What follows belongs to an exercise in optimizing a design on an open flow for small area; a production flow would make more cautious choices.
Where RTL was checked, it was by simulation tests only, not by an equivalence proof against the original.
Power is estimated from default activity; no workload was simulated.

==> ember <==
Design LED_top, start of the top module:
module LED_top (
    input clk,
    input rst,
    input btn1in,
    input btn2in,
    input btn3in,
    output A,
    output B,
    output C,
    output D,
    output R0,
    output G0,
    output B0,
    output R1,
    output G1,
    output B1,
    output OE,
    output LAT,
    output clk_shft
);
clock: 12.0 ns
lec_check: 0
cap_margin: 20
core_margin: 2
core_utilization: 40
slew_margin: 20
run.sh (not shown) runs the stock make flow with config.mk's settings and CLKGATE_MAP_FILE= SYNTH_SCRIPT=/design/flow/synth_recipe.tcl, a recipe that flattens the netlist after the stock synthesis.
==> inputs of maple, as changes to ember <==
--- a/flow/design.v
+++ b/flow/design.v
@@ -35,17 +35,14 @@
     end else begin
         k <= (tick && kwrap) ? 5'd0 : k + {4'd0, tick};
         h <= h ^ (tick && kwrap);
     end
 reg [6:0] w;
+wire gx = &w;
 always @(posedge clk or posedge rst)
     if (rst) w <= 7'd0;
-    else     w <= w + {6'd0, tick && cnt0};
-reg gx;
-always @(posedge clk or posedge rst)
-    if (rst) gx <= 1'b0;
-    else if (tick && cnt0 && (w == 7'd126)) gx <= 1'b1;
+    else     w <= w + {6'd0, tick && cnt0 && !gx};
 wire ready  = (w == 7'd1) && h && (k <= 5'd6);
 wire md     = (w != 7'd0);
 wire anybtn = btn1in | btn2in | btn3in;
 reg [1:0] d;    
 always @(posedge clk or posedge rst)
@@ -83,25 +80,26 @@
         end
     end
 reg [2:0] tile;
 reg [3:0] cm;
 reg [3:0] rm;
-wire t6     = (tile == 3'd6);
-wire cmwrap = t6 ? (cm == 4'd7) : (cm == 4'd9);
-wire xmit   = t6 && (cm == 4'd5);
+wire t6     = tile[2] & tile[1];           
+wire t5     = tile[2] & tile[0];
+wire cmwrap = cm[3] & cm[0];               
+wire xmit   = t6 && (cm[2:0] == 3'd7);
 always @(posedge clk or posedge rst)
     if (rst) begin
         tile <= 3'd6;
-        cm   <= 4'd6;
+        cm   <= 4'd8;
         rm   <= 4'd15;
     end else begin
-        cm   <= (tick && cmwrap) ? 4'd0 : cm + {3'd0, tick};
+        cm   <= (tick && cmwrap) ? {2'd0, t5, 1'b0} : cm + {3'd0, tick};
         tile <= (tick && cmwrap && t6) ? 3'd0 : tile + {2'd0, tick && cmwrap};
         rm   <= rm + {3'd0, tick && xmit};
     end
 assign {D, C, B, A} = rm;
-assign OE  = !(t6 && cm[3:1] == 3'd3);
+assign OE  = !(t6 && cm[3]);
 assign LAT = xmit;
 reg [1:0] code;
 always @(*)
     if (gx)
         code = 2'd0;
Settings changed: CTS_BUF_LIST set to sky130_fd_sc_hd__clkbuf_8, CTS_CLUSTER_DIAMETER set to 100, CTS_CLUSTER_SIZE set to 26.
==> notes <==
Wire length: maple is lower than ember (1.1%). In count of clock-buffer cells in the layout, maple and ember do not differ. Against maple, the die area of ember is larger by about 3%. In maple the via count is smaller than in ember, by 2.4%. In maple the clock power is lower than in ember, by about 16%. Non-clock buffer count is the same in ember and maple. Hold slack: maple is worse than ember (0.0087 ns). Against ember, the flip-flop and latch count of maple is lower by 1. In maple the clock skew is higher than in ember, by 0.0019 ns. In ember the setup slack is lower than in maple, by 0.047 ns. In maple the combinational power is larger than in ember, by about 40%.
==> figures <==
Height of the chip: ember 89.5 µm; maple 88.3 µm
Routed met3 length: ember 156 µm; maple 108 µm
Net Sw Frac: ember 20.4%; maple 22.5%
Global-route track usage on met3: ember 2.95%; maple 2.89%
GR met1 Demand/Resource: ember 20.2%; maple 20.1%
All-layer global routing usage: ember 14.2%; maple 14.7%
Fin area: ember 3280 µm²; maple 3170 µm²
CP arrival: ember 2.08 ns; maple 2.03 ns
Power density of the placed cells: ember 94.1 nW/µm²; maple 92.3 nW/µm²
Count of mapped cells out of synthesis: ember 267; maple 269
Clock group share of total power: ember 40.0%; maple 35.3%
Post-Route Skew: ember 0.00839 ns; maple 0.0103 ns
Sink Count: ember 51; maple 50
Compound-gate portion of the synthesized area: ember 12.1%; maple 11.0%
Ratio of cells with drive above 1 in the final layout: ember 18.2%; maple 11.1%
Worst R2R End: ember tile[2]$_DFF_PP1_; maple w[6]$_DFF_PP0_
Die footprint: ember 8020 µm²; maple 7790 µm²
Tapcells: ember 99; maple 96
Starting Density: ember 40.8%; maple 41.6%
Switching Power: ember 62.8 µW; maple 65.7 µW
Run status: ember timing/DRC/antenna clean; maple timing/DRC/antenna clean
Number of iterations in the first detailed-routing pass: ember 4; maple 5
Area of combinational cells with multiple inputs: ember 1510 µm²; maple 1470 µm²
No functional check of the RTL was part of maple.

static timing again, ports no longer ideal:
No port has a modelled driver above. Below, the same layouts with a new extraction and two added sets of constraints. Step 1, drivers: a clkbuf_16 drives clk and a buf_2 each remaining input, both assumed. Step 2 moves the port delays by t, midway between the first and last clock arrival at a register: inputs arrive t later, outputs are due t later. That takes back most of the time a late clock gives input paths. Slacks: ideal / step 1 / step 2; pairs: ideal / step 1.
| run | shift t [ns] | setup WS [ns] | hold slack, ns | latest minus earliest clock arrival (ns) |
|---|---|---|---|---|
| ember | 0.324 | 7.519 / 7.493 / 7.816 | 0.440 / 0.440 / 0.440 | 0.008 / 0.009 |
| maple | 0.326 | 7.566 / 7.539 / 7.864 | 0.432 / 0.432 / 0.432 | 0.011 / 0.011 |
After both steps setup and hold are still met in every run listed.
